This is an optimization exercise on Yosys and OpenROAD, whose aim is small area, a short achievable clock period and few clock cycles, not a production implementation. At most, simulation tests tie the RTL to the original design; equivalence was not proved. Function not checked in runs 1 and 3: the RTL went through the layout flow alone. Power and IR drop assume default switching activity.

==> flow/design.v <==
module onehot_from_bin (in,out);
function integer log2;
  input integer val;
  begin
	 log2 = 0;
	 while (val > 0) begin
	    val = val >> 1;
		log2 = log2 + 1;
	 end
  end
endfunction
parameter WIDTH = 64;
parameter LOG_WIDTH = log2(WIDTH-1);
input [LOG_WIDTH-1:0] in;
output [WIDTH-1:0] out;
reg [WIDTH-1:0] out;
always @(in) begin
	out = 0;
	out[in] = 1'b1;
end
endmodule
module onehot_to_bin #(
        parameter ONEHOT_WIDTH = 16
    ) (
    input  [ONEHOT_WIDTH-1:0]  onehot,
    output [BIN_WIDTH-1:0]     bin);
localparam BIN_WIDTH = $clog2(ONEHOT_WIDTH-1);
genvar i,j;
generate
    for (j=0; j<BIN_WIDTH; j=j+1)
    begin : jl
        wire [ONEHOT_WIDTH-1:0] tmp_mask;
        for (i=0; i<ONEHOT_WIDTH; i=i+1)
        begin : il
            assign tmp_mask[i] = i[j];
        end
        assign bin[j] = |(tmp_mask & onehot);
    end
endgenerate
endmodule
module arbiter (
	req, grant, base
);
parameter WIDTH = 16;
input [WIDTH-1:0] req;
output [WIDTH-1:0] grant;
input [WIDTH-1:0] base;
wire [2*WIDTH-1:0] double_req = {req,req};
wire [2*WIDTH-1:0] double_grant = double_req & ~(double_req-base);
assign grant = double_grant[WIDTH-1:0] | double_grant[2*WIDTH-1:WIDTH];
endmodule
module movegen_piece_stack #(
        parameter POSITION = 1,
        parameter WIDTH = 10
  ) (
    input logic              clk,
    input logic              clear,
    input logic [WIDTH-1:0]  in_data,
    input logic              load,
    output reg  [WIDTH-1:0]  out_data
  );
  always @(posedge clk) begin
    if (clear) begin
      out_data <= 0;
    end else if (load) begin
      out_data <= in_data;
    end
  end
endmodule
module movegen_rankfile (
  input logic        clk,
  input logic        in_pos_valid,
  input logic        in_pos_sop,
  output wire [5:0]  out_rankfile
  );
  reg [5:0] r_rankfile_bin;
  always @(posedge clk) begin
    if (in_pos_valid && in_pos_sop) begin
      r_rankfile_bin <= 0;
    end else begin
      r_rankfile_bin <= r_rankfile_bin + in_pos_valid;
    end
  end
  wire [5:0] rankfile_bin = in_pos_sop ? 6'b0 : r_rankfile_bin + in_pos_valid;
  assign out_rankfile = {{ 3'd7 - rankfile_bin[5:3], rankfile_bin[2:0] }};
endmodule
module movegen_lookup_output(
  input logic clk,
  input logic        in_pos_valid,
  input logic [3:0]  in_pos_data,
  input logic        in_pos_sop,
  input logic [5:0]  lookup_rankfile,
  output [3:0]       out_piece
  );
  reg was_in_pos_data_sop;
  always @(posedge clk) begin
    if (in_pos_valid) begin
      was_in_pos_data_sop <= in_pos_sop;
    end
  end
  assign out_piece = 4'b0;
endmodule
module movegen_square #(
        parameter RANK = 1,
        parameter FILE = 1
  ) (
  input logic clk,
  input logic        in_pos_valid,
  input logic [3:0]  in_pos_data,
  output wire  [3:0] out_pos_data,
  input logic        i_ep_file,
  input logic [3:0]  i_castle_rights,
  output        o_pn,
  output        o_ps,
  output        o_pne_nw,
  output        o_pse_sw,
  input logic   i_pn,
  input logic   i_pne,
  input logic   i_pse,
  input logic   i_ps,
  input logic   i_psw,
  input logic   i_pnw,
  output        o_kn,
  output        o_kne,
  output        o_ke,
  output        o_kse,
  output        o_ks,
  output        o_ksw,
  output        o_kw,
  output        o_knw,
  input logic   i_ks,
  input logic   i_ksw,
  input logic   i_kw,
  input logic   i_knw,
  input logic   i_kn,
  input logic   i_kne,
  input logic   i_ke,
  input logic   i_kse,
  output        o_sn,
  output        o_sne,
  output        o_se,
  output        o_sse,
  output        o_ss,
  output        o_ssw,
  output        o_sw,
  output        o_snw,
  input logic   i_ss,
  input logic   i_ssw,
  input logic   i_sw,
  input logic   i_snw,
  input logic   i_sn,
  input logic   i_sne,
  input logic   i_se,
  input logic   i_sse,
  output        o_nnne,
  output        o_nnnw,
  output        o_nsse,
  output        o_nssw,
  output        o_neen,
  output        o_nees,
  output        o_nwwn,
  output        o_nwws,
  input logic   i_nsse,
  input logic   i_nssw,
  input logic   i_nnne,
  input logic   i_nnnw,
  input logic   i_nwwn,
  input logic   i_nwws,
  input logic   i_neen,
  input logic   i_nees,
  output        o_castle_e,
  output        o_castle_w,
  input logic   i_castle_e,
  input logic   i_castle_w,
  input logic   emit_move,
  output        target_square,
  input logic   load_attackers,
  input logic   wtp
  );
  reg [3:0] pos;
  reg       is_attacked;
  always @(posedge clk) begin
    if (in_pos_valid) begin
      pos <= in_pos_data;
    end
    if (load_attackers) begin
      is_attacked <=  i_pne | i_pse | i_psw | i_pnw |
                      i_kn | i_kne | i_ke | i_kse | i_ks | i_ksw | i_kw | i_knw |
                      i_ss | i_sn | i_sw | i_se | i_ssw | i_snw | i_sne | i_sse |
                      i_nsse | i_nssw | i_nnne | i_nnnw | i_neen | i_nees | i_nwwn | i_nwws;
    end
  end
  assign out_pos_data = pos;
  wire [2:0] piece = pos[2:0];
  wire sq_occup = |piece;
  wire sq_empty = pos == 4'h0;
  wire sq_play  = sq_occup && pos[3] == wtp;
  wire sq_oppos = sq_occup && pos[3] != wtp;
  wire p_king, p_queen, p_rook, p_bishop, p_knight;
  assign p_king   = piece == 3'h1;
  assign p_queen  = piece == 3'h2;
  assign p_rook   = piece == 3'h3;
  assign p_bishop = piece == 3'h4;
  assign p_knight = piece == 3'h5;
  wire p_white_pawn = pos == 4'hE;
  wire p_black_pawn = pos == 4'h6;
  wire emit_attack = sq_oppos & load_attackers;
  wire pn = (emit_move & p_white_pawn);
  assign o_pn  = pn || (RANK == 3 & i_ps & sq_empty);    
  assign o_pne_nw = pn || (emit_attack & p_white_pawn);  
  wire ps = (emit_move & p_black_pawn);
  assign o_ps  = ps || (RANK == 6 & i_pn & sq_empty);    
  assign o_pse_sw = ps || (emit_attack & p_black_pawn);  
  wire k = (emit_move || emit_attack) & p_king;
  assign o_kn  = k;
  assign o_kne = k;
  assign o_ke  = k;
  assign o_kse = k;
  assign o_ks  = k;
  assign o_ksw = k;
  assign o_kw  = k;
  assign o_knw = k;
  wire slide_hver = (emit_move || emit_attack) & (p_queen | p_rook);
  wire slide_diag = (emit_move || emit_attack) & (p_queen | p_bishop);
  assign o_sn  = slide_hver | (sq_empty & i_ss);
  assign o_ss  = slide_hver | (sq_empty & i_sn);
  assign o_se  = slide_hver | (sq_empty & i_sw);
  assign o_sw  = slide_hver | (sq_empty & i_se);
  assign o_sne = slide_diag | (sq_empty & i_ssw);
  assign o_sse = slide_diag | (sq_empty & i_snw);
  assign o_ssw = slide_diag | (sq_empty & i_sne);
  assign o_snw = slide_diag | (sq_empty & i_sse);
  wire n = (emit_move || emit_attack) & p_knight;
  assign o_nnne = n;
  assign o_nnnw = n;
  assign o_nssw = n;
  assign o_nsse = n;
  assign o_nwwn = n;
  assign o_nwws = n;
  assign o_neen = n;
  assign o_nees = n;
  wire castle_move;
  generate
    if (RANK == 1 && FILE == 5) begin  
      assign o_castle_w = i_castle_rights[2] & emit_move & !is_attacked;  
      assign o_castle_e = i_castle_rights[3] & emit_move & !is_attacked;  
      assign castle_move = 0;
    end
    else if (RANK == 8 && FILE == 5) begin  
      assign o_castle_w = i_castle_rights[0] & emit_move & !is_attacked;  
      assign o_castle_e = i_castle_rights[1] & emit_move & !is_attacked;  
      assign castle_move = 0;
    end
    else if (RANK == 1) begin  
      assign o_castle_w = sq_empty && i_castle_e & !is_attacked;
      assign o_castle_e = sq_empty && i_castle_w & !is_attacked;
      assign castle_move = (FILE == 7 && o_castle_e) | (FILE == 3 && o_castle_w);
    end
    else if (RANK == 8) begin  
      assign o_castle_w = sq_empty && i_castle_e & !is_attacked;
      assign o_castle_e = sq_empty && i_castle_w & !is_attacked;
      assign castle_move = (FILE == 7 && o_castle_e) | (FILE == 3 && o_castle_w);
    end
    else begin : not_king_row
      assign o_castle_e = 0;
      assign o_castle_w = 0;
      assign castle_move = 0;
    end
  endgenerate
  wire pawn_move, pawn_take, pawn_ep, king_move, slide_move, knight_move;
  assign pawn_move = (i_pn | i_ps) & sq_empty;
  assign pawn_take = (i_pne | i_pse | i_psw | i_pnw) & sq_oppos;
  assign pawn_ep   = (((i_pne | i_pnw) && sq_empty && RANK == 3) |
                      ((i_pse | i_psw) && sq_empty && RANK == 6))
                    && i_ep_file;
  assign king_move = (i_kn | i_kne | i_ke | i_kse | i_ks | i_ksw | i_kw | i_knw) & (sq_empty | sq_oppos);
  assign slide_move = (i_ss | i_sn | i_sw | i_se | i_ssw | i_snw | i_sne | i_sse) & (sq_empty | sq_oppos);
  assign knight_move = (i_nsse | i_nssw | i_nnne | i_nnnw | i_neen | i_nees | i_nwwn | i_nwws) & (sq_empty | sq_oppos);
  assign target_square = pawn_move || pawn_take || pawn_ep || knight_move || slide_move || king_move || castle_move;
endmodule
module psudolegal_board(
  input logic clk,
  input logic rst,
  input logic        in_pos_valid,
  input logic [3:0]  in_pos_data,
  input logic        in_pos_sop,
  input logic        in_pos_eop,
  input logic        in_wtp,
  input logic [3:0]  in_castle,
  input logic [3:0]  in_ep,
  input logic       start,
  output reg        o_uci_valid,
  output reg [20:0] o_uci_data,
  output reg        o_uci_sop,
  output reg        o_uci_eop
  );
  reg [255:0] bdv;
  always @(posedge clk)
    if (in_pos_valid) bdv <= {bdv[251:0], in_pos_data};
  reg       wtp_r;
  reg [3:0] cas_r;
  reg [3:0] ep_r;
  always @(posedge clk) begin
    wtp_r <= in_wtp;
    cas_r <= in_castle;
    ep_r  <= in_ep;
  end
  function automatic [5:0] pidx(input [2:0] r, input [2:0] f);
    pidx = {r, ~f};
  endfunction
  wire [63:0] occ, colw, own;
  genvar gi;
  generate
    for (gi = 0; gi < 64; gi = gi + 1) begin : sq
      assign occ[gi]  = |bdv[gi*4 +: 3];
      assign colw[gi] = bdv[gi*4 + 3];
      assign own[gi]  = occ[gi] & (colw[gi] == wtp_r);
    end
  endgenerate
  function automatic [3:0] sqv(input [255:0] b, input integer p);
    sqv = b[p*4 +: 4];
  endfunction
  reg  [5:0] cnt;      
  reg        vld_d;    
  always @(posedge clk) begin
    if (in_pos_valid) cnt <= in_pos_sop ? 6'd1 : cnt + 6'd1;
    vld_d <= in_pos_valid;
  end
  wire [2:0] wj = cnt[2:0] + 3'd6;    
  function automatic ray(input [255:0] b, input integer p0, input integer st,
                         input [2:0] n, input bit by_white, input bit diag);
    integer k;
    reg a;
    reg [3:0] c;
    begin
      a = 1'b0;
      for (k = 6; k >= 0; k = k - 1) begin
        c = b[(p0 + k*st)*4 +: 4];
        if (k < n)
          a = (c == {by_white, 3'd2} || c == {by_white, diag ? 3'd4 : 3'd3}) ||
              (c[2:0] == 3'd0 && a);
      end
      ray = a;
    end
  endfunction
  function automatic is_pc(input [3:0] c, input bit w, input [2:0] t);
    is_pc = c == {w, t};
  endfunction
  wire w1 = ray(bdv, 9, 8, 3'd7, 1'b0, 1'b0) |              
            ray(bdv, 8, 7, 3'd7 - wj, 1'b0, 1'b1) |         
            ray(bdv, 10, 9, wj, 1'b0, 1'b1) |               
            ray(bdv, 2, 1, wj, 1'b0, 1'b0) |                
            (wj != 3'd7 && wj != 3'd6 && is_pc(sqv(bdv, 7), 1'b0, 3'd5)) |
            is_pc(sqv(bdv, 11), 1'b0, 3'd5) | is_pc(sqv(bdv, 16), 1'b0, 3'd5) |
            is_pc(sqv(bdv, 18), 1'b0, 3'd5) |
            is_pc(sqv(bdv, 8), 1'b0, 3'd6) | is_pc(sqv(bdv, 10), 1'b0, 3'd6) |
            is_pc(sqv(bdv, 8), 1'b0, 3'd1) | is_pc(sqv(bdv, 9), 1'b0, 3'd1) |
            is_pc(sqv(bdv, 10), 1'b0, 3'd1) | is_pc(sqv(bdv, 2), 1'b0, 3'd1) |
            is_pc(sqv(bdv, 0), 1'b0, 3'd1);
  wire w8 = ray(bdv, 49, -8, 3'd7, 1'b1, 1'b0) |            
            ray(bdv, 48, -9, 3'd7 - wj, 1'b1, 1'b1) |       
            ray(bdv, 50, -7, wj, 1'b1, 1'b1) |              
            ray(bdv, 58, 1, wj, 1'b1, 1'b0) |               
            ray(bdv, 56, -1, 3'd7 - wj, 1'b1, 1'b0) |       
            (wj != 3'd7 && wj != 3'd6 && is_pc(sqv(bdv, 47), 1'b1, 3'd5)) |
            is_pc(sqv(bdv, 51), 1'b1, 3'd5) | is_pc(sqv(bdv, 40), 1'b1, 3'd5) |
            is_pc(sqv(bdv, 42), 1'b1, 3'd5) |
            is_pc(sqv(bdv, 48), 1'b1, 3'd6) | is_pc(sqv(bdv, 50), 1'b1, 3'd6) |
            is_pc(sqv(bdv, 48), 1'b1, 3'd1) | is_pc(sqv(bdv, 49), 1'b1, 3'd1) |
            is_pc(sqv(bdv, 50), 1'b1, 3'd1) | is_pc(sqv(bdv, 58), 1'b1, 3'd1) |
            is_pc(sqv(bdv, 56), 1'b1, 3'd1);
  reg [4:0] a1, a8;
  always @(posedge clk)
    if (vld_d) begin
      a1 <= {a1[3:0], w1};
      a8 <= {a8[3:0], w8};
    end
  wire e1_east = ray(bdv, 2, -1, 3'd3, 1'b0, 1'b0);
  wire wk_ok = cas_r[3] & !occ[pidx(0,5)] & !occ[pidx(0,6)] & !a1[2] & !a1[1] & !a1[0] & !e1_east;
  wire wq_ok = cas_r[2] & !occ[pidx(0,3)] & !occ[pidx(0,2)] & !a1[2] & !a1[3] & !a1[4] & !e1_east;
  wire bk_ok = cas_r[1] & !occ[pidx(7,5)] & !occ[pidx(7,6)] & !a8[2] & !a8[1] & !a8[0];
  wire bq_ok = cas_r[0] & !occ[pidx(7,3)] & !occ[pidx(7,2)] & !a8[2] & !a8[3] & !a8[4];
  wire ck_ok = wtp_r ? wk_ok : bk_ok;
  wire cq_ok = wtp_r ? wq_ok : bq_ok;
  function automatic [10:0] nextdir(input [2:0] t, input [2:0] r, input [2:0] f,
                                    input all, input [3:0] dir, input w,
                                    input kok, input qok);
    reg rp1, rp2, rm1, rm2, fp1, fp2, fm1, fm2;
    reg [9:0] m, ab, oh;
    reg [7:0] km, nm;
    reg [2:0] rr [0:9];
    reg [2:0] ff [0:9];
    reg [2:0] otr, otf;
    reg [3:0] od;
    reg kn, seen;
    integer d;
    begin
      rp1 = r != 3'd7; rp2 = r[2:1] != 2'b11; rm1 = r != 3'd0; rm2 = r[2:1] != 2'b00;
      fp1 = f != 3'd7; fp2 = f[2:1] != 2'b11; fm1 = f != 3'd0; fm2 = f[2:1] != 2'b00;
      km = {rp1 & fm1, fm1, rm1 & fm1, rm1, rm1 & fp1, fp1, rp1 & fp1, rp1};
      nm = {rp2 & fm1, rp1 & fm2, rm1 & fm2, rm2 & fm1, rm2 & fp1, rm1 & fp2, rp1 & fp2, rp2 & fp1};
      kn = t == 3'd5;
      case (t)
        3'd1: m = {qok && f == 3'd4 && r == (w ? 3'd0 : 3'd7),
                   kok && f == 3'd4 && r == (w ? 3'd0 : 3'd7), km};
        3'd2: m = {2'b00, km};
        3'd3: m = {2'b00, km & 8'h55};
        3'd4: m = {2'b00, km & 8'hAA};
        3'd5: m = {2'b00, nm};
        3'd6: m = {2'b00, km & (w ? 8'h83 : 8'h38)};
        default: m = 10'd0;
      endcase
      for (d = 0; d < 10; d = d + 1)
        ab[d] = all || (d > dir);
      m = m & ab;
      seen = 1'b0;
      for (d = 0; d < 10; d = d + 1) begin
        oh[d] = m[d] && !seen;
        seen = seen | m[d];
      end
      if (kn) begin
        rr[0] = r + 3'd2; ff[0] = f + 3'd1;
        rr[1] = r + 3'd1; ff[1] = f + 3'd2;
        rr[2] = r - 3'd1; ff[2] = f + 3'd2;
        rr[3] = r - 3'd2; ff[3] = f + 3'd1;
        rr[4] = r - 3'd2; ff[4] = f - 3'd1;
        rr[5] = r - 3'd1; ff[5] = f - 3'd2;
        rr[6] = r + 3'd1; ff[6] = f - 3'd2;
        rr[7] = r + 3'd2; ff[7] = f - 3'd1;
      end else begin
        rr[0] = r + 3'd1; ff[0] = f;
        rr[1] = r + 3'd1; ff[1] = f + 3'd1;
        rr[2] = r;        ff[2] = f + 3'd1;
        rr[3] = r - 3'd1; ff[3] = f + 3'd1;
        rr[4] = r - 3'd1; ff[4] = f;
        rr[5] = r - 3'd1; ff[5] = f - 3'd1;
        rr[6] = r;        ff[6] = f - 3'd1;
        rr[7] = r + 3'd1; ff[7] = f - 3'd1;
      end
      rr[8] = r; ff[8] = f + 3'd2;
      rr[9] = r; ff[9] = f - 3'd2;
      otr = 3'd0; otf = 3'd0; od = 4'd0;
      for (d = 0; d < 10; d = d + 1) begin
        otr = otr | ({3{oh[d]}} & rr[d]);
        otf = otf | ({3{oh[d]}} & ff[d]);
        od  = od  | ({4{oh[d]}} & d[3:0]);
      end
      nextdir = {seen, od, otr, otf};
    end
  endfunction
  reg        seed;
  reg        f_v;
  reg  [5:0] f_sq;
  reg  [2:0] f_t;
  wire [7:0] f_gt, f_eq, i_gt;
  generate
    for (gi = 0; gi < 8; gi = gi + 1) begin : thr
      assign f_gt[gi] = gi > f_sq[5:3];
      assign f_eq[gi] = gi == f_sq[5:3];
      assign i_gt[gi] = gi > f_sq[2:0];
    end
  endgenerate
  wire [63:0] fcand;
  generate
    for (gi = 0; gi < 64; gi = gi + 1) begin : fc
      assign fcand[gi] = own[gi] & (seed | f_gt[gi/8] | (f_eq[gi/8] & i_gt[gi%8]));
    end
  endgenerate
  reg  [63:0] foh;
  reg  [7:0]  gany, gsel;
  reg  [5:0]  fn_sq;
  reg  [2:0]  fn_t;
  reg         fseen;
  integer fg, fi;
  always @(*) begin
    for (fg = 0; fg < 8; fg = fg + 1)
      gany[fg] = |fcand[fg*8 +: 8];
    fseen = 1'b0;
    for (fg = 0; fg < 8; fg = fg + 1) begin
      gsel[fg] = gany[fg] && !fseen;
      fseen = fseen | gany[fg];
    end
    for (fg = 0; fg < 8; fg = fg + 1) begin
      for (fi = 0; fi < 8; fi = fi + 1)
        foh[fg*8+fi] = gsel[fg] && fcand[fg*8+fi] && !(fi > 0 && |(fcand[fg*8 +: 8] & ((8'd1 << fi) - 8'd1)));
    end
    fn_sq = 6'd0; fn_t = 3'd0;
    for (fg = 0; fg < 64; fg = fg + 1) begin
      fn_sq = fn_sq | ({6{foh[fg]}} & fg[5:0]);
      fn_t  = fn_t  | ({3{foh[fg]}} & bdv[fg*4 +: 3]);
    end
  end
  reg        run;      
  reg        act;      
  reg  [2:0] cr, cf, ct;    
  reg  [3:0] dir;
  reg  [2:0] tr, tf;       
  reg  [1:0] pm;
  wire [5:0] tp = pidx(tr, tf);
  wire t_occ = occ[tp];
  wire t_col = colw[tp];
  wire t_own = t_occ & (t_col == wtp_r);
  wire t_opp = t_occ & (t_col != wtp_r);
  wire is_pawn = ct == 3'd6;
  wire is_sld  = ct == 3'd2 || ct == 3'd3 || ct == 3'd4;
  wire push    = dir[1:0] == 2'd0;      
  wire ep_hit  = ep_r != 4'd0 && {1'b0, tf} == ep_r - 4'd1 && tr == (wtp_r ? 3'd5 : 3'd2);
  reg  mv;
  always @(*) begin
    if (is_pawn)
      mv = push ? !t_occ : (t_opp | (!t_occ & ep_hit));
    else if (dir[3])
      mv = 1'b1;             
    else
      mv = !t_own;
  end
  wire promo = is_pawn && (tr == 3'd0 || tr == 3'd7);
  wire hold  = act && mv && promo && pm != 2'd3;
  reg [2:0] sr, sf;
  reg       son;
  always @(*) begin
    case (dir[2:0])
      3'd0: begin sr = tr + 3'd1; sf = tf;        son = tr != 3'd7; end
      3'd1: begin sr = tr + 3'd1; sf = tf + 3'd1; son = tr != 3'd7 && tf != 3'd7; end
      3'd2: begin sr = tr;        sf = tf + 3'd1; son = tf != 3'd7; end
      3'd3: begin sr = tr - 3'd1; sf = tf + 3'd1; son = tr != 3'd0 && tf != 3'd7; end
      3'd4: begin sr = tr - 3'd1; sf = tf;        son = tr != 3'd0; end
      3'd5: begin sr = tr - 3'd1; sf = tf - 3'd1; son = tr != 3'd0 && tf != 3'd0; end
      3'd6: begin sr = tr;        sf = tf - 3'd1; son = tf != 3'd0; end
      default: begin sr = tr + 3'd1; sf = tf - 3'd1; son = tr != 3'd7 && tf != 3'd0; end
    endcase
  end
  wire cont = act && !t_occ &&
              ((is_sld && son) || (is_pawn && push && tr == (wtp_r ? 3'd2 : 3'd5)));
  wire [10:0] wn = nextdir(ct, cr, cf, 1'b0, dir, wtp_r, ck_ok, cq_ok);
  wire [10:0] fnd = nextdir(f_t, f_sq[5:3], ~f_sq[2:0], 1'b1, 4'd0, wtp_r, ck_ok, cq_ok);
  wire piece_end = !act || (!hold && !cont && !wn[10]);
  wire do_switch = run && piece_end && f_v;
  wire done_now  = run && act && piece_end && !f_v;
  always @(posedge clk) begin
    if (rst) begin
      run <= 1'b0; act <= 1'b0; seed <= 1'b0; f_v <= 1'b0;
    end else begin
      seed <= start;
      if (start) begin
        run <= 1'b1; act <= 1'b0;
      end
      if (seed || do_switch) begin
        f_sq <= fn_sq;
        f_t  <= fn_t;
        f_v  <= fseen;
      end
      if (done_now) begin
        run <= 1'b0; act <= 1'b0;
      end
      if (do_switch) act <= 1'b1;
    end
    if (hold) begin
      pm <= pm + 2'd1;
    end else begin
      pm <= 2'd0;
      if (do_switch) begin
        cr <= f_sq[5:3]; cf <= ~f_sq[2:0]; ct <= f_t;
        dir <= fnd[9:6];
        tr <= fnd[5:3]; tf <= fnd[2:0];
      end else if (cont) begin
        tr <= sr; tf <= sf;
      end else if (act) begin
        dir <= wn[9:6];
        tr <= wn[5:3]; tf <= wn[2:0];
      end
    end
  end
  wire        m_v = act && mv;
  wire [20:0] m_w = {promo, pm, ct, cf, cr, 3'd0, tf, tr};
  reg [20:0] hbuf;
  reg        hv, flush, sent;
  always @(posedge clk) begin
    if (m_v) hbuf <= m_w;
    o_uci_data <= hbuf;
    o_uci_sop  <= !sent;
    if (rst) begin
      hv <= 1'b0; flush <= 1'b0; sent <= 1'b0;
      o_uci_valid <= 1'b0; o_uci_eop <= 1'b0;
    end else begin
      o_uci_valid <= hv && (m_v || done_now || flush);
      o_uci_eop   <= (done_now && !m_v) || flush;
      flush <= done_now && m_v;
      if (hv && (m_v || done_now || flush)) sent <= 1'b1;
      if (m_v) hv <= 1'b1;
      else if ((done_now || flush) && hv) hv <= 1'b0;
      if (start) sent <= 1'b0;
    end
  end
endmodule
==> flow/run.sh <==
#!/bin/bash
# synth_recipe.tcl (not shown) runs the flow's synth.tcl, then flattens the netlist and writes it again
# the make line also repeats each setting of config.mk as NAME=value (left out here)
make -C /OpenROAD-flow-scripts/flow DESIGN_CONFIG=/design/flow/config.mk WORK_HOME=/design/flow/orfs CLKGATE_MAP_FILE= SYNTH_SCRIPT=/design/flow/synth_recipe.tcl finish
==> flow/config.mk <==
export PLATFORM = sky130hd
export DESIGN_NAME = psudolegal_board
export DESIGN_NICKNAME = psudolegal_board
export VERILOG_FILES = /design/flow/design.v
export SDC_FILE = /design/flow/constraint.sdc
export NUM_CORES = 4
export LEC_CHECK = 0
export CAP_MARGIN = 40
export CORE_MARGIN = 2
export CORE_UTILIZATION = 40
export PLACE_DENSITY = 0.6
export SETUP_SLACK_MARGIN = 1.0
export SLEW_MARGIN = 40
==> flow/constraint.sdc <==
create_clock -name core_clock -period 13.0 [get_ports {clk}]
set_input_delay 2.6000 -clock core_clock [delete_from_list [all_inputs] [get_ports {clk}]]
set_output_delay 2.6000 -clock core_clock [all_outputs]
set_load 0.01 [all_outputs]
==> summary.txt, run 1 <==
status - finished clean
Comb power frac - 0.204
initial core utilization - 0.403
Syn Area/Cell - 10.8 um^2
area of the die - 56,000 um^2
top cell type by total area after synthesis - edfxtp_1
Setup WS pre-CTS - 7340 ps
Synth Area in Adders - 0.0305
Synth Register Bits - 355
mux contribution to synthesized area - 0.0412
met3 WL - 7250 um
Final Hold Fails - 0
Clock Latency Late Sink - 600 ps
Hold WS - 340 ps
Fmax - 0.170 GHz
CTS sink count - 355
hold crit path type - reg2reg
number of max-cap violations - 0
Clock power frac - 0.368
final instance area - 24,100 um^2
die height - 237 um
Final HPWL DP - 63,200 um
synth-to-layout area growth - 11.4%
post-CTS resize count - 0
setup_tns - 0 ps
YS warnings - 12
WS Path Type - reg2reg
first-pass GRT wire length - 123,000 um
Layout Skew - 30.9 ps
share of post-route cells with drive strength above 1 - 0.0968
post-CTS setup buffers - 0
DR vias - 18,600
ys flop type - edfxtp_1
Pins Over Slew Limit - 0
Final setup viols - 0
Initial DRC Count - 2,544
initial antenna violation count - 3
largest net degree at the start of global routing - 167
R2R depth - 12
Synth top cells by count - 315 x edfxtp_1, 140 x nor2_1, 126 x nand2_1
Cell variety after synth - 120
fin worst setup slack - 7120 ps
vias per cell - 6.71
count leader, synth - edfxtp_1
H-tree depth - 2
hold path depth - 0
Synth top area share - 0.437
fin crit period - 5880 ps
Area after DPL - 22,700 um^2
Power, Total - 3.33 mW
Sw Share - 0.319
CTS tree - built
Final Cycle Share - 0.452
Post-Synth XOR/XNOR Area - 0.0368
GRT Total Usage - 0.299
number of synthesized flops with an enable pin - 315
top routing layer in use - met5
Simple-Gate Fraction of Synth Area - 0.198
Post-synth ARST share - 0
crit path max fanout - 34
vias in the first global route - 17,700
Peak VDD IR - 0.0911 mV
wire per inst - 30.6 um
CTS Buf Count - 41
Power Internal - 2.27 mW
required time of the worst setup path - 13,250 ps
routed wire length - 84,800 um
Worst setup SP type - flop
actual slew at the worst max-slew pin - 846 ps
clk slew on worst S/H paths - 70 ps
Max-slew headroom - 0.421
Max Root-Sink Buffers - 3
number of nets with antenna violations after routing - 0
CTS Hold Bufs - 0
Clock Tree Root - clkbuf_16
Metal-1 WL - 35,000 um
register area - 10,300 um^2
GPL Wtd Cong - 1.03
synthesized cell area - 21,600 um^2
main combinational cell family by area after synthesis - simple AND/OR/NAND/NOR gates
GRT overflow - 0
IO Count - 43
Core Region - 53,700 um^2
FILL cells - 5,015
post-synthesis sequential area ratio - 0.474
row count - 85
Psw - 1.06 mW
IO buf count - 38
Compound-Gate Fraction of Synth Area - 0.182
DRT Pass-1 Iters - 6
crit path capture type - flop
unrepaired setup endpoints after global routing - no
Leakage Power - 8.20 nW
multi-input combinational cell area - 10,600 um^2
final-stage net count - 2,108
Synth area leaders - edfxtp_1 44%, dfxtp_1 3.7%, mux4_2 2.6%
metal2 WL - 37,800 um
WP data arrival - 6130 ps
DRC - 0
Die W - 237 um
Pwr Density - 138 nW/um^2
Mapped Cells - 2,009
sequential power share - 0.428
-- stage by stage --
stage                     utilization  cells
after floorplan                     -   2011
after global placement          0.421   2694
after detailed placement        0.422   2694
after CTS                       0.448   2770
after global routing            0.449   2772
final                           0.449   2774
-- critical path: stages, from the launching register on --
cell and delay (ps):
edfxtp_1 840, inv_1 420, ha_1 430, a21boi_1 530
nor2_1 250, a311oi_2 580, or4b_1 530, nor3_4 40
buf_4 260, o211a_1 240, nor4_1 490, nor4b_1 530
nand4_1 360
-- flip-flops by register name (all words and copies together) (netlist names), 4 cells and up --
name,flops
o_uci_data,18
hbuf,18
a1,5
bdv,256
cas_r,4
f_sq,6
dir,4
ep_r,4
a8,5
-- worst paths after layout --
path                  from              to  slack, ps
setup / recovery   f_sq[4]          f_t[2]       7120
hold / removal    hbuf[20]  o_uci_data[20]        340
setup reg to reg   f_sq[4]          f_t[2]       7120
hold reg to reg   hbuf[20]  o_uci_data[20]        340
-- routing by layer --
metal,GRT usage,vias to the layer above
li1,-,8052
met1,0.409,9242
met2,0.460,1066
met3,0.0495,239
met4,0.151,4
met5,0,-
-- cell usage in the layout, fill, tap and decap left out, types with 12 or more instances in the layout --
master,n
a221oi_1,18
xor2_1,46
a211oi_1,38
ha_1,44
inv_1,78
and3_1,12
nor3_1,97
clkdlybuf4s50_1,37
o211ai_1,21
o21ai_0,65
nor4_1,39
a31oi_1,24
nand3_1,49
nor3b_1,28
nor4b_1,12
a2111oi_0,12
buf_4,28
clkbuf_16,44
nand4_1,40
mux4_2,25
o22ai_1,23
mux2i_1,25
dfxtp_1,39
a22oi_1,23
nor2_1,139
o21a_1,12
edfxtp_1,315
or3_1,40
nand2b_1,32
nor2b_1,30
or2_2,15
and2_1,18
a21o_1,12
nand3b_1,13
xnor2_1,43
a21oi_1,86
nand2_1,126
-- power groups by stage --
| stage | registers [mW] | clock network [mW] | logic, mW |
|---|---|---|---|
| final | 1.42 | 1.23 | 0.679 |
| after global routing | 1.43 | 1.29 | 0.712 |
| after CTS | 1.42 | 1.25 | 0.657 |
| after detailed placement | 1.45 | 0 | 0.654 |
| after global placement | 1.44 | 0 | 0.649 |
| after floorplan | 1.39 | 0 | 0.429 |
-- layout make-up --
class | instances | share of cell area
Antenna cell | 2 | 0.000208
Clock buffer | 51 | 0.0472
Clock inverter | 25 | 0.0116
Inverter | 80 | 0.0125
Multi-Input combinational cell | 1496 | 0.440
Sequential cell | 355 | 0.426
Tap cell | 696 | 0.0361
Timing Repair Buffer | 69 | 0.0269
-- cell families (layout without fill, tap and decap cells) --
logic type	Yosys count	count (layout)
AO/OA/AOI/OAI	529	529
XOR/XNOR	90	90
adder cells (fa/ha/maj)	53	53
buffers and inverters	160	225
flip-flops	355	355
multiplexers	57	57
other	1	5
AND/OR/NAND/NOR	764	764
==> inputs of run 2 (changes only) <==
--- a/flow/design.v
+++ b/flow/design.v
@@ -383,16 +383,8 @@
   wire ck_ok = wtp_r ? wk_ok : bk_ok;
   wire cq_ok = wtp_r ? wq_ok : bq_ok;
-  function automatic [10:0] nextdir(input [2:0] t, input [2:0] r, input [2:0] f,
-                                    input all, input [3:0] dir, input w,
-                                    input kok, input qok);
+  function automatic [9:0] dmask(input [2:0] t, input [2:0] r, input [2:0] f, input w,
+                                 input kok, input qok);
     reg rp1, rp2, rm1, rm2, fp1, fp2, fm1, fm2;
-    reg [9:0] m, ab, oh;
     reg [7:0] km, nm;
-    reg [2:0] rr [0:9];
-    reg [2:0] ff [0:9];
-    reg [2:0] otr, otf;
-    reg [3:0] od;
-    reg kn, seen;
-    integer d;
     begin
       rp1 = r != 3'd7; rp2 = r[2:1] != 2'b11; rm1 = r != 3'd0; rm2 = r[2:1] != 2'b00;
@@ -400,23 +392,34 @@
       km = {rp1 & fm1, fm1, rm1 & fm1, rm1, rm1 & fp1, fp1, rp1 & fp1, rp1};
       nm = {rp2 & fm1, rp1 & fm2, rm1 & fm2, rm2 & fm1, rm2 & fp1, rm1 & fp2, rp1 & fp2, rp2 & fp1};
-      kn = t == 3'd5;
       case (t)
-        3'd1: m = {qok && f == 3'd4 && r == (w ? 3'd0 : 3'd7),
-                   kok && f == 3'd4 && r == (w ? 3'd0 : 3'd7), km};
-        3'd2: m = {2'b00, km};
-        3'd3: m = {2'b00, km & 8'h55};
-        3'd4: m = {2'b00, km & 8'hAA};
-        3'd5: m = {2'b00, nm};
-        3'd6: m = {2'b00, km & (w ? 8'h83 : 8'h38)};
-        default: m = 10'd0;
+        3'd1: dmask = {qok && f == 3'd4 && r == (w ? 3'd0 : 3'd7),
+                       kok && f == 3'd4 && r == (w ? 3'd0 : 3'd7), km};
+        3'd2: dmask = {2'b00, km};
+        3'd3: dmask = {2'b00, km & 8'h55};
+        3'd4: dmask = {2'b00, km & 8'hAA};
+        3'd5: dmask = {2'b00, nm};
+        3'd6: dmask = {2'b00, km & (w ? 8'h83 : 8'h38)};
+        default: dmask = 10'd0;
       endcase
-      for (d = 0; d < 10; d = d + 1)
-        ab[d] = all || (d > dir);
-      m = m & ab;
+    end
+  endfunction
+  function automatic [9:0] low10(input [9:0] m);
+    integer d;
+    reg seen;
+    begin
       seen = 1'b0;
       for (d = 0; d < 10; d = d + 1) begin
-        oh[d] = m[d] && !seen;
+        low10[d] = m[d] && !seen;
         seen = seen | m[d];
       end
+    end
+  endfunction
+  function automatic [9:0] dtarget(input [9:0] oh, input kn, input [2:0] r, input [2:0] f);
+    reg [2:0] rr [0:9];
+    reg [2:0] ff [0:9];
+    reg [2:0] otr, otf;
+    reg [3:0] od;
+    integer d;
+    begin
       if (kn) begin
         rr[0] = r + 3'd2; ff[0] = f + 3'd1;
@@ -446,17 +449,19 @@
         od  = od  | ({4{oh[d]}} & d[3:0]);
       end
-      nextdir = {seen, od, otr, otf};
+      dtarget = {od, otr, otf};
     end
   endfunction
   reg        seed;
+  reg        ns_v;
+  reg  [5:0] ns;
   reg        f_v;
   reg  [5:0] f_sq;
   reg  [2:0] f_t;
-  wire [7:0] f_gt, f_eq, i_gt;
+  wire [7:0] s_gt, s_eq, s_igt;
   generate
     for (gi = 0; gi < 8; gi = gi + 1) begin : thr
-      assign f_gt[gi] = gi > f_sq[5:3];
-      assign f_eq[gi] = gi == f_sq[5:3];
-      assign i_gt[gi] = gi > f_sq[2:0];
+      assign s_gt[gi]  = gi > ns[5:3];
+      assign s_eq[gi]  = gi == ns[5:3];
+      assign s_igt[gi] = gi > ns[2:0];
     end
   endgenerate
@@ -464,35 +469,34 @@
   generate
     for (gi = 0; gi < 64; gi = gi + 1) begin : fc
-      assign fcand[gi] = own[gi] & (seed | f_gt[gi/8] | (f_eq[gi/8] & i_gt[gi%8]));
+      assign fcand[gi] = own[gi] & (seed | s_gt[gi/8] | (s_eq[gi/8] & s_igt[gi%8]));
     end
   endgenerate
-  reg  [63:0] foh;
   reg  [7:0]  gany, gsel;
-  reg  [5:0]  fn_sq;
-  reg  [2:0]  fn_t;
-  reg         fseen;
+  reg  [2:0]  glo [0:7];
+  reg  [5:0]  sn;
+  reg         sseen;
   integer fg, fi;
   always @(*) begin
-    for (fg = 0; fg < 8; fg = fg + 1)
-      gany[fg] = |fcand[fg*8 +: 8];
-    fseen = 1'b0;
     for (fg = 0; fg < 8; fg = fg + 1) begin
-      gsel[fg] = gany[fg] && !fseen;
-      fseen = fseen | gany[fg];
+      gany[fg] = |fcand[fg*8 +: 8];
+      glo[fg] = 3'd0;
+      for (fi = 7; fi >= 0; fi = fi - 1)
+        if (fcand[fg*8+fi]) glo[fg] = fi[2:0];
     end
+    sseen = 1'b0;
     for (fg = 0; fg < 8; fg = fg + 1) begin
-      for (fi = 0; fi < 8; fi = fi + 1)
-        foh[fg*8+fi] = gsel[fg] && fcand[fg*8+fi] && !(fi > 0 && |(fcand[fg*8 +: 8] & ((8'd1 << fi) - 8'd1)));
-    end
-    fn_sq = 6'd0; fn_t = 3'd0;
-    for (fg = 0; fg < 64; fg = fg + 1) begin
-      fn_sq = fn_sq | ({6{foh[fg]}} & fg[5:0]);
-      fn_t  = fn_t  | ({3{foh[fg]}} & bdv[fg*4 +: 3]);
+      gsel[fg] = gany[fg] && !sseen;
+      sseen = sseen | gany[fg];
     end
+    sn = 6'd0;
+    for (fg = 0; fg < 8; fg = fg + 1)
+      sn = sn | ({6{gsel[fg]}} & {fg[2:0], glo[fg]});
   end
+  wire [2:0] ns_t = bdv[ns*4 +: 3];
   reg        run;      
   reg        act;      
   reg  [2:0] cr, cf, ct;    
   reg  [3:0] dir;
+  reg  [9:0] rem;          
   reg  [2:0] tr, tf;       
   reg  [1:0] pm;
@@ -533,21 +537,31 @@
   wire cont = act && !t_occ &&
               ((is_sld && son) || (is_pawn && push && tr == (wtp_r ? 3'd2 : 3'd5)));
-  wire [10:0] wn = nextdir(ct, cr, cf, 1'b0, dir, wtp_r, ck_ok, cq_ok);
-  wire [10:0] fnd = nextdir(f_t, f_sq[5:3], ~f_sq[2:0], 1'b1, 4'd0, wtp_r, ck_ok, cq_ok);
-  wire piece_end = !act || (!hold && !cont && !wn[10]);
+  wire [9:0] w_oh = low10(rem);
+  wire [9:0] w_nt = dtarget(w_oh, ct == 3'd5, cr, cf);
+  wire       more = |rem;
+  wire [2:0] f_r = f_sq[5:3];
+  wire [2:0] f_f = ~f_sq[2:0];
+  wire [9:0] f_m  = dmask(f_t, f_r, f_f, wtp_r, ck_ok, cq_ok);
+  wire [9:0] f_oh = low10(f_m);
+  wire [9:0] f_nt = dtarget(f_oh, f_t == 3'd5, f_r, f_f);
+  wire piece_end = !act || (!hold && !cont && !more);
   wire do_switch = run && piece_end && f_v;
   wire done_now  = run && act && piece_end && !f_v;
+  wire f_take    = do_switch || !f_v;
   always @(posedge clk) begin
     if (rst) begin
-      run <= 1'b0; act <= 1'b0; seed <= 1'b0; f_v <= 1'b0;
+      run <= 1'b0; act <= 1'b0; seed <= 1'b0; ns_v <= 1'b0; f_v <= 1'b0;
     end else begin
       seed <= start;
       if (start) begin
-        run <= 1'b1; act <= 1'b0;
-      end
-      if (seed || do_switch) begin
-        f_sq <= fn_sq;
-        f_t  <= fn_t;
-        f_v  <= fseen;
+        run <= 1'b1; act <= 1'b0; f_v <= 1'b0; ns_v <= 1'b0;
+      end else begin
+        if (seed || (f_take && ns_v)) begin
+          ns <= sn;
+          ns_v <= sseen;
+        end
+        if (f_take) begin
+          f_sq <= ns; f_t <= ns_t; f_v <= ns_v && !seed;
+        end
       end
       if (done_now) begin
@@ -561,12 +575,14 @@
       pm <= 2'd0;
       if (do_switch) begin
-        cr <= f_sq[5:3]; cf <= ~f_sq[2:0]; ct <= f_t;
-        dir <= fnd[9:6];
-        tr <= fnd[5:3]; tf <= fnd[2:0];
+        cr <= f_r; cf <= f_f; ct <= f_t;
+        dir <= f_nt[9:6];
+        rem <= f_m & ~f_oh;
+        tr <= f_nt[5:3]; tf <= f_nt[2:0];
       end else if (cont) begin
         tr <= sr; tf <= sf;
       end else if (act) begin
-        dir <= wn[9:6];
-        tr <= wn[5:3]; tf <= wn[2:0];
+        dir <= w_nt[9:6];
+        rem <= rem & ~w_oh;
+        tr <= w_nt[5:3]; tf <= w_nt[2:0];
       end
     end
==> summary.txt, run 2 <==
area of the die - 55,100 um^2 (-1.6%)
Final Hold Fails - 0 (unchanged)
post-CTS setup buffers - 0 (unchanged)
YS warnings - 13 (+1)
largest net degree at the start of global routing - 79 (-53%)
count leader, synth - edfxtp_1
ys flop type - edfxtp_1
wire per inst - 25.9 um (-15%)
crit path max fanout - 39 (+15%)
Max-slew headroom - 0.371 (-0.0506)
hold crit path type - reg2reg
Clock Tree Root - clkbuf_16
R2R depth - 10 (-2)
number of nets with antenna violations after routing - 0 (unchanged)
mux contribution to synthesized area - 0.0911 (+0.0499)
Post-synth ARST share - 0 (unchanged)
CP Depth - 10 (-2)
GRT met1 Usage - 0.318 (-0.0911)
final-stage net count - 1,906 (-9.6%)
FF-to-FF End - rem[7]
WS Path Type - reg2reg
status - finished clean
CTS Hold Bufs - 0 (unchanged)
Cell variety after synth - 101 (-16%)
CP delay by family, top - compound AO/OA/AOI/OAI gates
number of max-cap violations - 0 (unchanged)
CP startpoint - tf[0]
Compound-Gate Fraction of Synth Area - 0.154 (-0.0282)
Final Core Density - 0.453 (+0.00408)
Worst setup SP type - flop
CTS Buf Count - 42 (+2.4%)
Fmax - 0.221 GHz (+30%)
GPL Wtd Cong - 0.946 (-8.4%)
top cell type by total area after synthesis - edfxtp_1
worst setup path end - rem[7]
post-CTS resize count - 0 (unchanged)
Synth Area in Adders - 0.0209 (-0.00959)
Initial DRC Count - 2,096 (-18%)
DR vias - 16,600 (-11%)
max reg flops - 256 (unchanged)
Layout Skew - 17.4 ps (-13.5 ps)
Pins Over Slew Limit - 0 (unchanged)
Clock Latency Late Sink - 570 ps (-30 ps)
vias in the first global route - 15,800 (-10%)
fin crit period - 4530 ps (-1350 ps)
clk slew on worst S/H paths - 60 ps (about the same)
WP data arrival - 4730 ps (-1400 ps)
CTS sink count - 371 (+4.5%)
routed wire length - 66,700 um (-21%)
flop-to-flop setup slack - 8470 ps (+1350 ps)
main combinational cell family by area after synthesis - simple AND/OR/NAND/NOR gates
grt met2 use - 0.362 (-0.0981)
CTS tree - built
multi-input combinational cell area - 9870 um^2 (-6.9%)
Die W - 235 um (-0.82%)
Core Region - 52,600 um^2 (-2.2%)
reg-to-reg startpoint - tf[0]
critical-path cell list - buf_4 -> mux4_2 -> a22oi_1 -> nand4_1 -> a32oi_1 -> mux2i_1 -> o22ai_4 -> nand2_1 -> o21ai_0 -> nor2_2
crit path capture type - flop
Mapped Cells - 1,845 (-8.2%)
Post-Synth XOR/XNOR Area - 0.0383 (+0.00150)
Final setup viols - 0 (unchanged)
unrepaired setup endpoints after global routing - no
GRT overflow - 0 (unchanged)
vias per cell - 6.43 (-4.2%)
met3 usage - 0.0555 (+0.00591)
Synth top cells by count - 330 x edfxtp_1, 127 x nor2_1, 106 x nand2_1
synthesized cell area - 21,300 um^2 (-1.7%)
GRT Total Usage - 0.237 (-0.0624)
Pwr Density - 129 nW/um^2 (-6.5%)
slowest cell delay on critical path - 680 ps (-160 ps)
Worst path slowest cell - nor2_2
# diodes - 0 (-2)
Final Cycle Share - 0.349 (-0.104)
DRC - 0 (unchanged)
Synth area leaders - edfxtp_1 47%, mux4_2 7.6%, dfxtp_1 3.9%
Hold WS - 340 ps (-0.585 ps)
initial antenna violation count - 4 (+1)
share of post-route cells with drive strength above 1 - 0.113 (+0.0159)
Syn Area/Cell - 11.5 um^2 (+7.1%)
IO Count - 43 (unchanged)
Cells after DPL - 2,502 (-7.1%)
top flop regs - bdv: 256 flops, hbuf: 18 flops, o_uci_data: 18 flops
number of synthesized flops with an enable pin - 330 (+4.8%)
commonest non-fill, non-tap cell in the layout - edfxtp_1
WP buf/inv - 1 (-1)
register area - 10,700 um^2 (+4.6%)
Final HPWL DP - 47,500 um (-25%)
Synth Register Bits - 371 (+4.5%)
Synth top area share - 0.466 (+0.0286)
Top reg by flops - bdv
Max Root-Sink Buffers - 3 (unchanged)
Leakage Power - 7.91 nW (-3.5%)
Power, Total - 3.07 mW (-7.6%)
Peak VDD IR - 0.113 mV (+24%)
die height - 235 um (-0.82%)
Simple-Gate Fraction of Synth Area - 0.158 (-0.0394)
DRT Pass-1 Iters - 6 (unchanged)
synth-to-layout area growth - 11.9%
IO buf count - 38 (unchanged)
setup_tns - 0 ps (unchanged)
first-pass GRT wire length - 100,000 um (-18%)
required time of the worst setup path - 13,190 ps (-60 ps)
post-synthesis sequential area ratio - 0.504 (+0.0301)
global route hottest layer - met2
initial core utilization - 0.405 (+0.00202)
H-tree depth - 2 (unchanged)
Non-Filler Instances - 2,578 (-7.1%)
row count - 84 (-1.2%)
commonest non-fill, non-tap cells in the layout - 330 x edfxtp_1, 126 x nor2_1, 106 x nand2_1
FILL cells - 4,819 (-3.9%)
actual slew at the worst max-slew pin - 944 ps (+97.8 ps)
[run 2: changes by cell type after synthesis, moves of 15 or more]
cell and change:
inv_1 -31, mux4_2 +47, edfxtp_1 +15, nand4_1 -26, a211oi_1 -15, nor3b_1 -15, o21ai_0 +39, ha_1 -18
nand2_1 -20
[run 2: cell type report]
type,instances,share of cell area
Clock buffer,54,0.0513
Clock inverter,21,0.0120
Inverter,50,0.00799
Multi-Input combinational cell,1328,0.415
Sequential cell,371,0.451
Tap cell,688,0.0362
Timing Repair Buffer,66,0.0270
[run 2: logic make-up after synthesis]
group	count (synthesis)
simple gates	618
compound gates	475
flops	371
buf+inv	148
mux	103
xor+xnor	93
fa+ha+maj	36
other cells	1
[run 2: per-layer routing]
layer	share of wire	routed length, um
met4	0.049	3250
met1	0.41	27500
met5	0.00045	30
met2	0.45	30100
met3	0.088	5850
[run 2: worst register-to-register path, cell delays in order, from the launching register on]
cell	delay (ps)
edfxtp_1	340
buf_4	520
mux4_2	630
a22oi_1	210
nand4_1	190
a32oi_1	570
mux2i_1	390
o22ai_4	220
nand2_1	160
o21ai_0	230
nor2_2	680
[run 2: worst min path at each step]
stage	start	endpoint	slack, ps	depth (start not counted)
after global placement	hbuf[11]	o_uci_data[11]	330	0
final	hbuf[20]	o_uci_data[20]	340	0
after global routing	hbuf[2]	o_uci_data[2]	350	0
after CTS	hbuf[20]	o_uci_data[20]	340	0
after floorplan	hbuf[0]	o_uci_data[0]	320	0
after detailed placement	hbuf[20]	o_uci_data[20]	330	0
[run 2: report_power, final]
| part | internal (mW) | leakage, nW | switching (mW) | total (mW) |
|---|---|---|---|---|
| clock | 0.802 | 0.735 | 0.488 | 1.29 |
| combinational | 0.136 | 3.65 | 0.209 | 0.345 |
| sequential | 1.36 | 3.53 | 0.0768 | 1.44 |
| total | 2.30 | 7.91 | 0.774 | 3.07 |
[run 2: per-stage QoR]
step / setup slack (ps) / instance area, um^2
after floorplan: 9050 / 21300
after global placement: 7710 / 22200
after detailed placement: 8170 / 22300
after CTS: 8390 / 23800
after global routing: 8270 / 23800
final: 8470 / 23800
Testbench counts of run 2, summed over its fixed seeds: cycles 128,220.
==> inputs of run 3 (changes only) <==
--- a/flow/design.v
+++ b/flow/design.v
@@ -383,71 +383,76 @@
   wire ck_ok = wtp_r ? wk_ok : bk_ok;
   wire cq_ok = wtp_r ? wq_ok : bq_ok;
-  function automatic [9:0] dmask(input [2:0] t, input [2:0] r, input [2:0] f, input w,
-                                 input kok, input qok);
-    reg rp1, rp2, rm1, rm2, fp1, fp2, fm1, fm2;
-    reg [7:0] km, nm;
+  function automatic [11:0] phstart(input [2:0] t, input [2:0] r, input [2:0] f,
+                                    input w, input kok, input qok, input integer p);
+    reg [7:0] fo, f1, f2, cm;
+    reg [2:0] tr;
+    reg ok, hv, dg, home;
     begin
-      rp1 = r != 3'd7; rp2 = r[2:1] != 2'b11; rm1 = r != 3'd0; rm2 = r[2:1] != 2'b00;
-      fp1 = f != 3'd7; fp2 = f[2:1] != 2'b11; fm1 = f != 3'd0; fm2 = f[2:1] != 2'b00;
-      km = {rp1 & fm1, fm1, rm1 & fm1, rm1, rm1 & fp1, fp1, rp1 & fp1, rp1};
-      nm = {rp2 & fm1, rp1 & fm2, rm1 & fm2, rm2 & fm1, rm2 & fp1, rm1 & fp2, rp1 & fp2, rp2 & fp1};
+      fo = 8'd1 << f;
+      f1 = (fo << 1) | (fo >> 1);
+      f2 = (fo << 2) | (fo >> 2);
+      hv = t == 3'd2 || t == 3'd3;
+      dg = t == 3'd2 || t == 3'd4;
+      home = f == 3'd4 && r == (w ? 3'd0 : 3'd7);
+      ok = 1'b0; tr = r; cm = 8'd0;
       case (t)
-        3'd1: dmask = {qok && f == 3'd4 && r == (w ? 3'd0 : 3'd7),
-                       kok && f == 3'd4 && r == (w ? 3'd0 : 3'd7), km};
-        3'd2: dmask = {2'b00, km};
-        3'd3: dmask = {2'b00, km & 8'h55};
-        3'd4: dmask = {2'b00, km & 8'hAA};
-        3'd5: dmask = {2'b00, nm};
-        3'd6: dmask = {2'b00, km & (w ? 8'h83 : 8'h38)};
-        default: dmask = 10'd0;
+        3'd5: begin
+          case (p)
+            0: begin ok = r <= 3'd5; tr = r + 3'd2; cm = f1; end
+            1: begin ok = r <= 3'd6; tr = r + 3'd1; cm = f2; end
+            2: begin ok = r >= 3'd1; tr = r - 3'd1; cm = f2; end
+            default: begin ok = r >= 3'd2; tr = r - 3'd2; cm = f1; end
+          endcase
+        end
+        3'd1: begin
+          case (p)
+            0: begin ok = r <= 3'd6; tr = r + 3'd1; cm = f1 | fo; end
+            1: begin ok = 1'b1; tr = r;
+                     cm = f1 | {1'b0, home & kok, 3'b000, home & qok, 2'b00}; end
+            2: begin ok = r >= 3'd1; tr = r - 3'd1; cm = f1 | fo; end
+            default: ;
+          endcase
+        end
+        3'd6: begin
+          if (p == 0) begin ok = 1'b1; tr = w ? r + 3'd1 : r - 3'd1; cm = f1 | fo; end
+        end
+        default: begin
+          case (p)
+            0: begin ok = hv; tr = r; cm = f1; end
+            1: begin ok = r <= 3'd6; tr = r + 3'd1; cm = (dg ? f1 : 8'd0) | (hv ? fo : 8'd0); end
+            2: begin ok = r >= 3'd1; tr = r - 3'd1; cm = (dg ? f1 : 8'd0) | (hv ? fo : 8'd0); end
+            default: ;
+          endcase
+        end
       endcase
+      phstart = {ok, tr, cm};
     end
   endfunction
-  function automatic [9:0] low10(input [9:0] m);
-    integer d;
+  function automatic [13:0] nextph(input [2:0] t, input [2:0] r, input [2:0] f,
+                                   input w, input kok, input qok, input all, input [1:0] ph);
+    reg [11:0] s [0:3];
+    reg [3:0] okv, oh;
     reg seen;
+    reg [1:0] op;
+    reg [2:0] otr;
+    reg [7:0] ocm;
+    integer p;
     begin
-      seen = 1'b0;
-      for (d = 0; d < 10; d = d + 1) begin
-        low10[d] = m[d] && !seen;
-        seen = seen | m[d];
+      for (p = 0; p < 4; p = p + 1) begin
+        s[p] = phstart(t, r, f, w, kok, qok, p);
+        okv[p] = s[p][11] && (all || p > ph);
       end
-    end
-  endfunction
-  function automatic [9:0] dtarget(input [9:0] oh, input kn, input [2:0] r, input [2:0] f);
-    reg [2:0] rr [0:9];
-    reg [2:0] ff [0:9];
-    reg [2:0] otr, otf;
-    reg [3:0] od;
-    integer d;
-    begin
-      if (kn) begin
-        rr[0] = r + 3'd2; ff[0] = f + 3'd1;
-        rr[1] = r + 3'd1; ff[1] = f + 3'd2;
-        rr[2] = r - 3'd1; ff[2] = f + 3'd2;
-        rr[3] = r - 3'd2; ff[3] = f + 3'd1;
-        rr[4] = r - 3'd2; ff[4] = f - 3'd1;
-        rr[5] = r - 3'd1; ff[5] = f - 3'd2;
-        rr[6] = r + 3'd1; ff[6] = f - 3'd2;
-        rr[7] = r + 3'd2; ff[7] = f - 3'd1;
-      end else begin
-        rr[0] = r + 3'd1; ff[0] = f;
-        rr[1] = r + 3'd1; ff[1] = f + 3'd1;
-        rr[2] = r;        ff[2] = f + 3'd1;
-        rr[3] = r - 3'd1; ff[3] = f + 3'd1;
-        rr[4] = r - 3'd1; ff[4] = f;
-        rr[5] = r - 3'd1; ff[5] = f - 3'd1;
-        rr[6] = r;        ff[6] = f - 3'd1;
-        rr[7] = r + 3'd1; ff[7] = f - 3'd1;
-      end
-      rr[8] = r; ff[8] = f + 3'd2;
-      rr[9] = r; ff[9] = f - 3'd2;
-      otr = 3'd0; otf = 3'd0; od = 4'd0;
-      for (d = 0; d < 10; d = d + 1) begin
-        otr = otr | ({3{oh[d]}} & rr[d]);
-        otf = otf | ({3{oh[d]}} & ff[d]);
-        od  = od  | ({4{oh[d]}} & d[3:0]);
+      seen = 1'b0;
+      for (p = 0; p < 4; p = p + 1) begin
+        oh[p] = okv[p] && !seen;
+        seen = seen | okv[p];
+      end
+      op = 2'd0; otr = 3'd0; ocm = 8'd0;
+      for (p = 0; p < 4; p = p + 1) begin
+        op  = op  | ({2{oh[p]}} & p[1:0]);
+        otr = otr | ({3{oh[p]}} & s[p][10:8]);
+        ocm = ocm | ({8{oh[p]}} & s[p][7:0]);
       end
-      dtarget = {od, otr, otf};
+      nextph = {seen, op, otr, ocm};
     end
   endfunction
@@ -497,53 +502,61 @@
   reg        act;      
   reg  [2:0] cr, cf, ct;    
-  reg  [3:0] dir;
-  reg  [9:0] rem;          
-  reg  [2:0] tr, tf;       
+  reg  [1:0] ph;
+  reg  [2:0] tr;           
+  reg  [7:0] cm;           
+  reg  [7:0] dn;           
   reg  [1:0] pm;
-  wire [5:0] tp = pidx(tr, tf);
-  wire t_occ = occ[tp];
-  wire t_col = colw[tp];
-  wire t_own = t_occ & (t_col == wtp_r);
-  wire t_opp = t_occ & (t_col != wtp_r);
-  wire is_pawn = ct == 3'd6;
-  wire is_sld  = ct == 3'd2 || ct == 3'd3 || ct == 3'd4;
-  wire push    = dir[1:0] == 2'd0;      
-  wire ep_hit  = ep_r != 4'd0 && {1'b0, tf} == ep_r - 4'd1 && tr == (wtp_r ? 3'd5 : 3'd2);
-  reg  mv;
+  reg [7:0] r_occ, r_col;
+  integer rf;
+  always @(*)
+    for (rf = 0; rf < 8; rf = rf + 1) begin
+      r_occ[rf] = occ[{tr, ~rf[2:0]}];
+      r_col[rf] = colw[{tr, ~rf[2:0]}];
+    end
+  wire [7:0] own8 = r_occ & ~(r_col ^ {8{wtp_r}});
+  wire [7:0] opp8 = r_occ &  (r_col ^ {8{wtp_r}});
+  wire [7:0] emp8 = ~r_occ;
+  wire       is_pawn = ct == 3'd6;
+  wire       is_sld  = ct == 3'd2 || ct == 3'd3 || ct == 3'd4;
+  wire [7:0] fo  = 8'd1 << cf;
+  wire [7:0] ep8 = (ep_r != 4'd0 && tr == (wtp_r ? 3'd5 : 3'd2)) ? (8'd1 << (ep_r[2:0] - 3'd1)) : 8'd0;
+  wire [7:0] vm = !is_pawn ? cm & ~own8 :
+                  ph[0]    ? cm & emp8 :
+                             cm & ((fo & emp8) | (~fo & (opp8 | (ep8 & emp8))));
+  wire [7:0] ev = vm & ~dn;
+  reg  [7:0] e1;
+  reg  [2:0] etf;
+  reg        eseen;
+  integer ei;
   always @(*) begin
-    if (is_pawn)
-      mv = push ? !t_occ : (t_opp | (!t_occ & ep_hit));
-    else if (dir[3])
-      mv = 1'b1;             
-    else
-      mv = !t_own;
+    eseen = 1'b0; etf = 3'd0;
+    for (ei = 0; ei < 8; ei = ei + 1) begin
+      e1[ei] = ev[ei] && !eseen;
+      if (ev[ei] && !eseen) etf = ei[2:0];
+      eseen = eseen | ev[ei];
+    end
   end
+  wire last  = (ev & ~e1) == 8'd0;
+  wire emit  = act && eseen;
   wire promo = is_pawn && (tr == 3'd0 || tr == 3'd7);
-  wire hold  = act && mv && promo && pm != 2'd3;
-  reg [2:0] sr, sf;
-  reg       son;
-  always @(*) begin
-    case (dir[2:0])
-      3'd0: begin sr = tr + 3'd1; sf = tf;        son = tr != 3'd7; end
-      3'd1: begin sr = tr + 3'd1; sf = tf + 3'd1; son = tr != 3'd7 && tf != 3'd7; end
-      3'd2: begin sr = tr;        sf = tf + 3'd1; son = tf != 3'd7; end
-      3'd3: begin sr = tr - 3'd1; sf = tf + 3'd1; son = tr != 3'd0 && tf != 3'd7; end
-      3'd4: begin sr = tr - 3'd1; sf = tf;        son = tr != 3'd0; end
-      3'd5: begin sr = tr - 3'd1; sf = tf - 3'd1; son = tr != 3'd0 && tf != 3'd0; end
-      3'd6: begin sr = tr;        sf = tf - 3'd1; son = tf != 3'd0; end
-      default: begin sr = tr + 3'd1; sf = tf - 3'd1; son = tr != 3'd7 && tf != 3'd0; end
-    endcase
-  end
-  wire cont = act && !t_occ &&
-              ((is_sld && son) || (is_pawn && push && tr == (wtp_r ? 3'd2 : 3'd5)));
-  wire [9:0] w_oh = low10(rem);
-  wire [9:0] w_nt = dtarget(w_oh, ct == 3'd5, cr, cf);
-  wire       more = |rem;
-  wire [2:0] f_r = f_sq[5:3];
-  wire [2:0] f_f = ~f_sq[2:0];
-  wire [9:0] f_m  = dmask(f_t, f_r, f_f, wtp_r, ck_ok, cq_ok);
-  wire [9:0] f_oh = low10(f_m);
-  wire [9:0] f_nt = dtarget(f_oh, f_t == 3'd5, f_r, f_f);
-  wire piece_end = !act || (!hold && !cont && !more);
+  wire hold  = emit && promo && pm != 2'd3;
+  wire [7:0] rx   = cm & emp8;
+  wire [7:0] fbel = fo - 8'd1;
+  wire [7:0] fabv = ~(fo | fbel);
+  wire [7:0] rays = ((rx & fbel) >> 1) | ((rx & fabv) << 1) | (rx & fo);
+  wire s_cont = is_sld && rays != 8'd0 &&
+                (ph == 2'd0 || (ph == 2'd1 ? tr != 3'd7 : tr != 3'd0));
+  wire p_cont = is_pawn && ph == 2'd0 && cr == (wtp_r ? 3'd1 : 3'd6) && (emp8 & fo) != 8'd0;
+  wire [2:0] tr_up = tr + 3'd1;
+  wire [2:0] tr_dn = tr - 3'd1;
+  wire [2:0] c_tr = (ph == 2'd0 && is_sld) ? tr : ((ph == 2'd1 || (is_pawn && wtp_r)) ? tr_up : tr_dn);
+  wire cont = s_cont || p_cont;
+  wire [13:0] w_np = nextph(ct, cr, cf, wtp_r, ck_ok, cq_ok, 1'b0, ph);
+  wire [2:0]  f_r = f_sq[5:3];
+  wire [2:0]  f_f = ~f_sq[2:0];
+  wire [13:0] f_np = nextph(f_t, f_r, f_f, wtp_r, ck_ok, cq_ok, 1'b1, 2'd0);
+  wire more = w_np[13] && !is_pawn;
+  wire gend      = act && !hold && last;
+  wire piece_end = !act || (gend && !cont && !more);
   wire do_switch = run && piece_end && f_v;
   wire done_now  = run && act && piece_end && !f_v;
@@ -576,18 +589,22 @@
       if (do_switch) begin
         cr <= f_r; cf <= f_f; ct <= f_t;
-        dir <= f_nt[9:6];
-        rem <= f_m & ~f_oh;
-        tr <= f_nt[5:3]; tf <= f_nt[2:0];
-      end else if (cont) begin
-        tr <= sr; tf <= sf;
+        ph <= f_np[12:11]; tr <= f_np[10:8]; cm <= f_np[7:0];
+        dn <= 8'd0;
+      end else if (act && !last) begin
+        dn <= dn | e1;
       end else if (act) begin
-        dir <= w_nt[9:6];
-        rem <= rem & ~w_oh;
-        tr <= w_nt[5:3]; tf <= w_nt[2:0];
+        dn <= 8'd0;
+        if (cont) begin
+          tr <= c_tr;
+          if (is_pawn) begin ph <= 2'd1; cm <= fo; end
+          else cm <= rays;
+        end else begin
+          ph <= w_np[12:11]; tr <= w_np[10:8]; cm <= w_np[7:0];
+        end
       end
     end
   end
-  wire        m_v = act && mv;
-  wire [20:0] m_w = {promo, pm, ct, cf, cr, 3'd0, tf, tr};
+  wire        m_v = emit;
+  wire [20:0] m_w = {promo, pm, ct, cf, cr, 3'd0, etf, tr};
   reg [20:0] hbuf;
   reg        hv, flush, sent;
==> summary.txt, run 3 <==
initial core utilization - 0.404 (-0.00144)
Top reg by flops - bdv
Mapped Cells - 2,018 (+9.4%)
WS Path Type - reg2reg
number of synthesized flops with an enable pin - 332 (+0.61%)
GRT Total Usage - 0.269 (+0.0322)
synth-to-layout area growth - 11.0%
unrepaired setup endpoints after global routing - no
Post-synth ARST share - 0 (unchanged)
Initial DRC Count - 2,418 (+15%)
row count - 86 (+2.4%)
fin crit period - 5240 ps (+707 ps)
final-stage net count - 2,081 (+9.2%)
crit path max fanout - 45 (+15%)
CTS Buf Count - 42 (unchanged)
Peak VDD IR - 0.101 mV (-10%)
vias in the first global route - 17,000 (+7.0%)
final instance area - 24,600 um^2 (+3.5%)
Fmax - 0.191 GHz (-13%)
Pins Over Slew Limit - 0 (unchanged)
vias per cell - 6.47 (+0.64%)
CTS tree - built
first-pass GRT wire length - 114,000 um (+13%)
share of post-route cells with drive strength above 1 - 0.107 (-0.00580)
number of nets with antenna violations after routing - 0 (unchanged)
Pwr Density - 123 nW/um^2 (-4.5%)
IO Count - 43 (unchanged)
die height - 240 um (+2.1%)
Clock Tree Root - clkbuf_16
commonest non-fill, non-tap cell in the layout - edfxtp_1
Area after DPL - 23,200 um^2 (+4.0%)
max reg flops - 256 (unchanged)
Power, Total - 3.04 mW (-1.2%)
GRT overflow - 0 (unchanged)
H-tree depth - 2 (unchanged)
status - finished clean
number of max-cap violations - 0 (unchanged)
Synth Register Bits - 373 (+0.54%)
commonest non-fill, non-tap cells in the layout - 332 x edfxtp_1, 154 x nor2_1, 127 x nand2_1
DRC - 0 (unchanged)
routed wire length - 78,000 um (+17%)
Syn Area/Cell - 11.0 um^2 (-4.7%)
WP data arrival - 5560 ps (+830 ps)
synthesized cell area - 22,200 um^2 (+4.3%)
initial antenna violation count - 4 (unchanged)
top flop regs - bdv: 256 flops, hbuf: 18 flops, o_uci_data: 18 flops
wire per inst - 27.8 um (+7.3%)
Final setup viols - 0 (unchanged)
YS warnings - 11 (-2)
Max-slew headroom - 0.355 (-0.0161)
Max Root-Sink Buffers - 3 (unchanged)
Die W - 240 um (+2.1%)
crit path capture type - flop
post-CTS setup buffers - 0 (unchanged)
Synth top cells by count - 332 x edfxtp_1, 154 x nor2_1, 127 x nand2_1
largest net degree at the start of global routing - 117 (+48%)
Worst setup SP type - flop
setup_tns - 0 ps (unchanged)
Leakage Power - 8.30 nW (+4.9%)
Clock Latency Late Sink - 590 ps (+20 ps)
DRT Pass-1 Iters - 6 (unchanged)
hold crit path type - reg2reg
required time of the worst setup path - 13,320 ps (+130 ps)
Core Region - 55,000 um^2 (+4.6%)
ys flop type - edfxtp_1
post-CTS resize count - 0 (unchanged)
Final Core Density - 0.448 (-0.00511)
Synth top area share - 0.449 (-0.0163)
Final HPWL DP - 57,000 um (+20%)
most frequent CP cell - buf_4
Cell variety after synth - 106 (+5.0%)
clk slew on worst S/H paths - 80 ps (+20 ps)
Synth area leaders - edfxtp_1 45%, mux4_2 6.1%, dfxtp_1 3.7%
Final Cycle Share - 0.403 (+0.0544)
DR vias - 18,200 (+9.6%)
slowest cell delay on critical path - 610 ps (-70 ps)
post-synthesis sequential area ratio - 0.486 (-0.0179)
count leader, synth - edfxtp_1
IO buf count - 38 (unchanged)
CTS sink count - 373 (+0.54%)
Layout Skew - 26.6 ps (+9.21 ps)
area of the die - 57,400 um^2 (+4.2%)
CTS Hold Bufs - 0 (unchanged)
Final Hold Fails - 0 (unchanged)
GPL Wtd Cong - 1.02 (+7.4%)
Worst path slowest cell - buf_4
actual slew at the worst max-slew pin - 961 ps (+16.7 ps)
critical-path cell list - buf_4 -> buf_4 -> nor4_1 -> o21ai_0 -> o2111ai_1 -> or3b_1 -> o22ai_1 -> nor2_2 -> a221oi_2 -> o21ai_2 -> nand4_4 -> mux2_2
top cell type by total area after synthesis - edfxtp_1
==> run 3: cell count changes in the layout (fill, tap and decap cells not counted), moves of 15 or more <==
cell      delta
nand2b_1    +15
mux2i_1     +23
nor2_1      +28
or3_1       -16
a22oi_1     +17
a21oi_1     +31
o22ai_1     +16
nand2_1     +21
==> run 3: layer usage <==
| layer | wire length, um | vias up | global-route usage |
|---|---|---|---|
| met4 | 3810 | 0 | 0.120 |
| met2 | 35200 | 1022 | 0.417 |
| met1 | 31800 | 8990 | 0.365 |
| li1 | - | 7941 | - |
| met3 | 7130 | 197 | 0.0529 |
| met5 | 0 | - | 0 |
==> run 3: area by class of cell <==
cell class	count	area [um^2]
Fill cell	5100	30400
Sequential cell	373	10800
Multi-Input combinational cell	1488	10700
Clock buffer	53	1170
Tap cell	748	936
Timing Repair Buffer	68	646
Clock inverter	22	221
Inverter	54	208
Antenna cell	1	2.50
==> run 3: path summary, 6_finish.rpt <==
| check | depth (start not counted) | endpoint | slack [ps] | from |
|---|---|---|---|---|
| worst min register to register | 0 | o_uci_data[9] | 340 | hbuf[9] |
| worst max-delay path | 12 | tr[1] | 7760 | tr[0] |
| worst max register to register | 12 | tr[1] | 7760 | tr[0] |
| worst min-delay path | 0 | o_uci_data[9] | 340 | hbuf[9] |
==> run 3: where the power goes <==
group	internal [mW]	total, mW	switching [mW]
Sequential	1.37	1.45	0.0828
Combinational	0.135	0.354	0.219
Clock	0.716	1.23	0.515
==> run 3: metrics by stage <==
step	hold WS, ps	std cells	setup WS [ps]
floorplan	323	2020	9020
global placement	326	2729	7730
detailed placement	327	2729	7700
CTS	339	2804	7690
global route	345	2806	7580
finish	336	2807	7760
==> run 3: cell families (layout without fill, tap and decap cells) <==
kind of cell,after synthesis,count (layout),share of synthesized area
xor gates and xnor gates,86,86,0.0339
muxes,125,125,0.0915
AOI/OAI and AO/OA,523,523,0.159
and+or+nand+nor,714,714,0.173
other,1,4,0.000169
DFF,373,373,0.486
adders and majority gates,37,37,0.0210
buffers and inverters,159,197,0.0359
==> run 3: critical path: cells and delay by family, from the launching register on <==
kind                   cells  cell delay [ps]
AND/OR/NAND/NOR            4             1180
AO/OA/AOI/OAI              5             1940
flip-flops                 1              420
buffers and inverters      2             1000
multiplexers               1              380
